This design comes from an exercise in tuning for small area on the open sky130 flow, not from production work. Function was checked by simulation only, so behaviour that the tests miss may differ from the original. No driver is modelled on the clock port, so clocking that relies on it looks cheaper here than on a real chip. Power figures rest on the tool's default switching activity, not on a simulated workload.

`design/flow/config.mk`:
```
export PLATFORM = sky130hd
export DESIGN_NAME = axi_cfg_register
export DESIGN_NICKNAME = axi_cfg_register
export VERILOG_FILES = /design/flow/design.v
export SDC_FILE = /design/flow/constraint.sdc
export NUM_CORES = 4
export LEC_CHECK = 0
export CAP_MARGIN = 20
export CORE_AREA = 90 90 340 340
export DIE_AREA = 0 0 430 430
export PLACE_DENSITY = 0.75
export SLEW_MARGIN = 20
export SYNTH_HIERARCHICAL = 1
export SYNTH_MINIMUM_KEEP_SIZE = 0
```
`design/flow/constraint.sdc`:
```
create_clock -name core_clock -period 8.0 [get_ports {aclk}]
set_input_delay 1.6000 -clock core_clock [delete_from_list [all_inputs] [get_ports {aclk}]]
set_output_delay 1.6000 -clock core_clock [all_outputs]
set_load 0.01 [all_outputs]
```
`design/flow/design.v`:
```
`timescale 1 ns / 1 ps
module FDRE #
(
  parameter [0:0] INIT = 1'b0
)
(
  output reg Q,
  input  wire C,
  input  wire CE,
  input  wire R,
  input  wire D
);
  always @(posedge C)
  begin
    if(R)
      Q <= 1'b0;
    else if(CE)
      Q <= D;
  end
endmodule
`timescale 1 ns / 1 ps
module axi_cfg_register #
(
  parameter integer CFG_DATA_WIDTH = 1024,
  parameter integer AXI_DATA_WIDTH = 32,
  parameter integer AXI_ADDR_WIDTH = 32,
  parameter [CFG_DATA_WIDTH/AXI_DATA_WIDTH-1:0] NON_REG_MASK = 'h0
)
(
  input  wire                        aclk,
  input  wire                        aresetn,
  output wire [CFG_DATA_WIDTH-1:0]   cfg_data,
  input  wire [AXI_ADDR_WIDTH-1:0]   s_axi_awaddr,   
  input  wire                        s_axi_awvalid,  
  output wire                        s_axi_awready,  
  input  wire [AXI_DATA_WIDTH-1:0]   s_axi_wdata,    
  input  wire [AXI_DATA_WIDTH/8-1:0] s_axi_wstrb,    
  input  wire                        s_axi_wvalid,   
  output wire                        s_axi_wready,   
  output wire [1:0]                  s_axi_bresp,    
  output wire                        s_axi_bvalid,   
  input  wire                        s_axi_bready,   
  input  wire [AXI_ADDR_WIDTH-1:0]   s_axi_araddr,   
  input  wire                        s_axi_arvalid,  
  output wire                        s_axi_arready,  
  output wire [AXI_DATA_WIDTH-1:0]   s_axi_rdata,    
  output wire [1:0]                  s_axi_rresp,    
  output wire                        s_axi_rvalid,   
  input  wire                        s_axi_rready    
);
  localparam integer NW = CFG_DATA_WIDTH/AXI_DATA_WIDTH;
  wire       wvalid = s_axi_awvalid & s_axi_wvalid;
  wire [4:0] widx   = s_axi_awaddr[6:2];
  wire [4:0] ridx   = s_axi_araddr[6:2];
  reg  [CFG_DATA_WIDTH-1:0] cfg_reg;
  wire [CFG_DATA_WIDTH-1:0] cfg_next;
  wire [NW*4-1:0]           ld, hd;
  reg                       bvalid_reg, rvalid_reg;
  reg  [AXI_DATA_WIDTH-1:0] rdata_reg;
  wire [AXI_DATA_WIDTH-1:0] rdata_next;
  wire [NW:0]               rsel_lo, rsel_hi;
  wire [(NW+1)*AXI_DATA_WIDTH-1:0] rsrc;
  wire [11*AXI_DATA_WIDTH-1:0]     rterm;
  integer j;
  genvar g, k;
  wire       rst = ~aresetn;
  reg  [NW-1:0] nws;
  reg  [7:0]    nra;
  reg  [3:0]    nrl;
  wire [3:0]    nstb = ~s_axi_wstrb;
  always @*
  begin
    for(j = 0; j < NW; j = j + 1)
      nws[j] = ~(aresetn & wvalid & (widx == j));
    for(j = 0; j < 8; j = j + 1)
      nra[j] = ~(aresetn & s_axi_arvalid & (ridx[4:2] == j));
    for(j = 0; j < 4; j = j + 1)
      nrl[j] = ~(ridx[1:0] == j);
  end
  generate
    for(g = 0; g < NW*4; g = g + 1)
    begin : BYTES
      dec_nor2 u_ld (.a(nws[g/4]), .b(nstb[g%4]), .y(ld[g]));
      dec_nor2 u_hd (.a(rst), .b(ld[g]), .y(hd[g]));
    end
    for(g = 0; g < NW; g = g + 1)
    begin : RSEL
      dec_nor2 u_lo (.a(nra[g/4]), .b(nrl[g%4]), .y(rsel_lo[g]));
      dec_nor2 u_hi (.a(nra[g/4]), .b(nrl[g%4]), .y(rsel_hi[g]));
    end
  endgenerate
  dec_nor2 u_hold_lo (.a(rst), .b(s_axi_arvalid), .y(rsel_lo[NW]));
  dec_nor2 u_hold_hi (.a(rst), .b(s_axi_arvalid), .y(rsel_hi[NW]));
  generate
    for(g = 0; g < CFG_DATA_WIDTH; g = g + 1)
    begin : BITS
      cfg_bit_mux u_mux (
        .ld(ld[g/8]), .hd(hd[g/8]), .w(s_axi_wdata[g%32]), .q(cfg_reg[g]), .d(cfg_next[g])
      );
    end
    assign rsrc = {rdata_reg, cfg_reg};
    for(k = 0; k < AXI_DATA_WIDTH; k = k + 1)
    begin : RBITS
      for(g = 0; g < 11; g = g + 1)
      begin : TERMS
        rd_aoi3 u_aoi (
          .s0(k < 16 ? rsel_lo[3*g]   : rsel_hi[3*g]),   .d0(rsrc[(3*g)*32+k]),
          .s1(k < 16 ? rsel_lo[3*g+1] : rsel_hi[3*g+1]), .d1(rsrc[(3*g+1)*32+k]),
          .s2(k < 16 ? rsel_lo[3*g+2] : rsel_hi[3*g+2]), .d2(rsrc[(3*g+2)*32+k]),
          .y(rterm[k*11+g])
        );
      end
      rd_or11 u_or (.n(rterm[k*11+10:k*11]), .y(rdata_next[k]));
    end
  endgenerate
  always @(posedge aclk)
  begin
    cfg_reg   <= cfg_next;
    rdata_reg <= rdata_next;
    bvalid_reg <= aresetn & ~(s_axi_bready & bvalid_reg) & (wvalid | bvalid_reg);
    rvalid_reg <= aresetn & ~(s_axi_rready & rvalid_reg) & (s_axi_arvalid | rvalid_reg);
  end
  assign cfg_data = cfg_reg;
  assign s_axi_bresp = 2'd0;
  assign s_axi_rresp = 2'd0;
  assign s_axi_awready = wvalid;
  assign s_axi_wready = wvalid;
  assign s_axi_bvalid = bvalid_reg;
  assign s_axi_arready = 1'b1;
  assign s_axi_rdata = rdata_reg;
  assign s_axi_rvalid = rvalid_reg;
endmodule
module dec_nor3 (
  input  wire a, b, c,
  output wire y
);
  assign y = ~(a | b | c);
endmodule
module dec_nor2 (
  input  wire a, b,
  output wire y
);
  assign y = ~(a | b);
endmodule
module cfg_bit_mux (
  input  wire ld,
  input  wire hd,
  input  wire w,
  input  wire q,
  output wire d
);
  assign d = (ld & w) | (hd & q);
endmodule
module rd_or11 (
  input  wire [10:0] n,
  output wire        y
);
  wire a, b, c;
  rd_nand4 u_a (.i(n[3:0]), .y(a));
  rd_nand4 u_b (.i(n[7:4]), .y(b));
  rd_nand3 u_c (.i(n[10:8]), .y(c));
  rd_or3   u_y (.i({a, b, c}), .y(y));
endmodule
module rd_nand3 (
  input  wire [2:0] i,
  output wire       y
);
  assign y = ~&i;
endmodule
module rd_or3 (
  input  wire [2:0] i,
  output wire       y
);
  assign y = |i;
endmodule
module rd_nand4 (
  input  wire [3:0] i,
  output wire       y
);
  assign y = ~&i;
endmodule
module rd_aoi3 (
  input  wire s0, d0,
  input  wire s1, d1,
  input  wire s2, d2,
  output wire y
);
  assign y = ~((s0 & d0) | (s1 & d1) | (s2 & d2));
endmodule
```
`design/flow/flow/run.sh`:
```
#!/bin/bash
# The standard layout (standard.sh: unchanged synthesis, floorplan, power grid and
# tap cells), with these changes:
# - the buffers that global placement puts on every input and output port are
#   the smallest plain buffer, buf_1, rather than the cell OpenROAD picks;
# - clock tree synthesis uses small clkbuf_4 leaf clusters and inserts no dummy
#   loads; after it, clk_upsize.tcl upsizes each leaf buffer whose flip-flops see
#   too slow a clock edge, and legalizes the placement again.
set -euo pipefail
here=$(cd "$(dirname "$0")" && pwd)
export BUFFER_PORTS_ARGS="-buffer_cell sky130_fd_sc_hd__buf_1"
export CTS_ARGS="-sink_clustering_enable -repair_clock_nets -dont_use_dummy_load -buf_list {sky130_fd_sc_hd__clkbuf_4} -sink_clustering_size 12 -sink_clustering_max_diameter 60"
export POST_CTS_TCL="$here/clk_upsize.tcl"
export CLK_SLEW_TARGET_PS=95
bash standard.sh > standard.log 2>&1
```
`design/flow/flow/clk_upsize.tcl`:
```
# After clock tree synthesis: any clock buffer whose flip-flop clock pins see a
# slew above the target is swapped for the next larger clock buffer, then the
# placement is legalized again. Only the clock buffers' drive strengths change.
set clk_slew_target_ps [expr {[info exists ::env(CLK_SLEW_TARGET_PS)] ? $::env(CLK_SLEW_TARGET_PS) : 95}]
set clk_next {sky130_fd_sc_hd__clkbuf_1 sky130_fd_sc_hd__clkbuf_2 sky130_fd_sc_hd__clkbuf_4 sky130_fd_sc_hd__clkbuf_8 sky130_fd_sc_hd__clkbuf_16}
proc clk_pin_slew_ps {pin} {
  set worst 0
  foreach e {rise fall} { foreach a {min max} {
    set s [get_property $pin slew_${a}_$e]
    set ps [expr {[sta::time_ui_sta $s]*1e12}]
    if {$ps > $worst} {set worst $ps}
  }}
  return $worst
}
for {set pass 0} {$pass < 4} {incr pass} {
  estimate_parasitics -placement
  set swapped 0
  foreach inst [get_cells -filter "ref_name =~ sky130_fd_sc_hd__clkbuf_*"] {
    set master [get_property $inst ref_name]
    set worst 0
    set out [get_pins -of_objects $inst -filter "direction == output"]
    set net [get_nets -of_objects $out]
    foreach pin [get_pins -of_objects $net -filter "direction == input"] {
      if {[get_property $pin name] ne "CLK"} continue
      set s [clk_pin_slew_ps $pin]
      if {$s > $worst} {set worst $s}
    }
    if {$worst > $clk_slew_target_ps} {
      set i [lsearch -exact $clk_next $master]
      if {$i >= 0} {
        set bigger [lindex $clk_next [expr {$i + 1}]]
        replace_cell $inst $bigger
        incr swapped
      }
    }
  }
  puts "clk_upsize pass $pass: $swapped clock buffers upsized"
  if {$swapped == 0} break
}
detailed_placement
check_placement -verbose
estimate_parasitics -placement
```
`design/flow/standard.sh`:
```
#!/bin/bash
# synth_recipe.tcl (not shown) runs the flow's synth.tcl, then flattens the netlist and writes it again
# the make line also repeats each setting of config.mk as NAME=value (left out here)
make -C /OpenROAD-flow-scripts/flow DESIGN_CONFIG=/design/flow/config.mk WORK_HOME=/design/flow/orfs CLKGATE_MAP_FILE= SYNTH_SCRIPT=/design/flow/synth_recipe.tcl "${@:-finish}"
```
==> run_results.csv <==
group,metric,value,unit
sta,fin_skew,0.0675,ns
placement,io_buffers,1112,
setup_path,cp-end-kind,"output pin",
power_and_ir_drop,power.leakage,15.8,nW
logic_synthesis,ys_seq_elements,1058,
sta,layout_setup_ws,3.93,ns
power_and_ir_drop,irDropWorstVdd,0.163,mV
placement,hpwl,263,mm
clock_network,clock_sinks,1058,
logic_synthesis,synth-seq-area-share,0.586,
status,outcome,"no timing/DRC/antenna violations",
logic_synthesis,synth.area.top_cells,"dfxtp_1, a22o_1, a222oi_1",
grt,antenna_found_initial,34,
floorplan,die_y,430,µm
detailed_routing,drtAntennaViolNets,0,
grt,grt_max_degree,84,
floorplan,start_util,0.584,
detailed_routing,drt_iter0_drc,8432,
detailed_routing,route.detailed.drc,0,
layout,largest_reg_flops,1024,
layout,fin_nets,4308,
layout,synthToLayoutAreaGrowth,18.8,%
worst_hold_path,hp-class,"flop to flop",
logic_synthesis,syn_inst,2969,
setup_path,reg2regPathDepth,3,
sta,finalCritPeriodShare,0.509,
sta,finalSetupTns,0,ns
floorplan,core.rowCount,91,
grt,first_global_vias,34000,
detailed_routing,vias,39000,
sta,slew_headroom,0.154,
logic_synthesis,ys.warnings.count,7,
detailed_routing,viasPerCell,7.73,
floorplan,die_area,185000,µm²
sta,maxSlewViolCount,0,
setup_path,crit_path_start_kind,"input pin",
floorplan,coreArea,61800,µm²
placement,place.gp.congestion,1.07,
setup_path,critical_path_class,"input pin to output pin",
detailed_routing,routed_wl,312,mm
logic_synthesis,syn_avg_cell_area,12.2,µm²
sta,fmax,0.246,GHz
sta,rsz0062_at_grt,"false",
power_and_ir_drop,p_total,8.47,mW
grt,track_usage,0.283,
logic_synthesis,yosysTopAreaCellShare,0.586,
clock_network,clk_latency,0.99,ns
placement,post_dp_cell_area,41500,µm²
run,maxCapViolations,0,
sta,tightest_slew,1.26,ns
logic_synthesis,synth_top_cell_by_area,"dfxtp_1",
worst_hold_path,min_path_cells,2,
logic_synthesis,syn-cell-area,36100,µm²
power_and_ir_drop,power.density,197,nW/µm²
floorplan,die_width,430,µm
sta,finalCriticalPeriod,4.07,ns
setup_path,worstPathMaxFanout,10,
layout,design_area,42900,µm²
clock_network,tritoncts,"done",
logic_synthesis,yosysUniqueCellTypes,25,
placement,dp_slack,3.47,ns
detailed_routing,drt-pass1-iter-count,13,
grt,gr-total-overflow,0,
detailed_routing,wl_per_cell,61.8,µm
setup_path,crit_required,6.40,ns
grt,grt_first_pass_wirelength,387,mm
layout,layout-drive-gt1-share,0.0469,
clock_network,clk_pin_slew,0.08,ns
sta,final_hold_viol_count,0,
floorplan,io_pins,1172,
setup_path,arrival,2.47,ns
sta,setup_viol,0,
==> per-module statistics from Yosys (local to each module, per instance), excerpt <==
module,flip-flops and latches,cells
axi_cfg_register,1058,1143
cfg_bit_mux,0,1
dec_nor2,0,1
rd_aoi3,0,1
rd_nand3,0,1
rd_nand4,0,1
rd_or3,0,1
==> Yosys cell counts (all sizes together) <==
cell / n
nand2b: 5
a22o: 1024
and2: 1
conb: 2
or2: 1
inv: 5
nand3: 34
and4: 2
nor2b: 2
buf: 10
nor4b: 1
nand4: 64
a21oi: 2
and4bb: 4
nand2: 39
dfxtp: 1058
and3: 1
and3b: 1
and4b: 5
or3: 32
nand3b: 1
nor2: 323
a222oi: 352
==> logic make-up after synthesis <==
| group | count (synthesis) | synth area share |
|---|---|---|
| compound gates | 1378 | 0.346 |
| flops | 1058 | 0.586 |
| simple gates | 516 | 0.0650 |
| buf+inv | 15 | 0.00232 |
| other cells | 2 | 0.000208 |
==> report_power, final <==
group	leakage [nW]	total [mW]	internal, mW	switching [mW]
logic	6.64	0.368	0.0429	0.325
clock network	0.679	2.82	1.02	1.80
registers	8.52	5.28	5.27	0.0122
==> final timing paths <==
path | start | endpoint | slack [ns]
setup / recovery | s_axi_awvalid | s_axi_awready | 3.93
hold / removal | bvalid_reg | bvalid_reg | 0.50
setup reg to reg | cfg_reg[16] | rdata_reg[16] | 6.09
hold reg to reg | bvalid_reg | bvalid_reg | 0.50
==> layout make-up <==
| type | instances | area [µm²] |
|---|---|---|
| Antenna cell | 6 | 15.0 |
| Clock buffer | 98 | 1290 |
| Fill cell | 5071 | 18900 |
| Inverter | 5 | 23.8 |
| Multi-Input combinational cell | 1899 | 15000 |
| Sequential cell | 1058 | 21200 |
| Tap cell | 837 | 1050 |
| Timing Repair Buffer | 1139 | 4410 |
==> per-layer routing <==
metal	vias up	wire (µm)	track usage
met2	4088	137000	0.439
met4	58	34900	0.247
met5	-	566	0.00776
met3	979	59900	0.209
met1	18700	79000	0.234
li1	15200	-	-
==> through the flow <==
stage / cells / hold slack (ns) / utilization
global route: 5037 / 0.516 / 0.694
finish: 5042 / 0.495 / 0.694
detailed placement: 4937 / 0.476 / 0.672
floorplan: 2972 / 0.496 / -
global placement: 4933 / 0.464 / 0.671
==> placed cells by master (no fill, tap or decap), types with 2 or more instances in the layout <==
| cell | n |
|---|---|
| buf_1 | 1082 |
| dfxtp_1 | 1058 |
| a22o_1 | 1024 |
| a222oi_1 | 352 |
| nor2_1 | 285 |
| clkbuf_8 | 88 |
| nand4_1 | 64 |
| nand2_1 | 39 |
| nor2_2 | 38 |
| nand3_1 | 34 |
| or3_1 | 32 |
| clkbuf_2 | 30 |
| buf_4 | 27 |
| clkbuf_4 | 10 |
| diode_2 | 6 |
| nand2b_1 | 5 |
| and4b_1 | 5 |
| conb_1 | 5 |
| inv_1 | 4 |
| and4bb_1 | 3 |
| a21oi_1 | 2 |
| and4_1 | 2 |
| nor2b_1 | 2 |
==> worst max-delay path: stages <==
cell	delay [ns]
buf_1	0.38
and2_1	0.22
buf_1	0.27

[separate check: timing with driven ports]
No port has a modelled driver above. Below, the same layout with a new extraction and two added sets of constraints.
Step 1 (the two cells are an assumption about what drives the block):
set clk [get_ports {aclk}]
set_driving_cell -lib_cell sky130_fd_sc_hd__clkbuf_16 $clk
set_driving_cell -lib_cell sky130_fd_sc_hd__buf_2 [delete_from_list [all_inputs] $clk]
Step 2, shift: input delay + t, output delay - t, t = (earliest + latest rising clock arrival at the registers) / 2. This alone moves slack from input paths to output paths.
a / b / c = ideal ports / drivers / drivers and shift; a / b = the first two.
t (ns): 1.038
slack for setup (ns): 3.928 / 3.819 / 2.980
clock arrival spread, ns: 0.072 / 0.071
pins driven straight from the clock port: 1
After both steps this run still meets setup and hold. For this run, drivers alone change the setup slack by -0.109 ns; drivers and shift together by -0.948 ns.
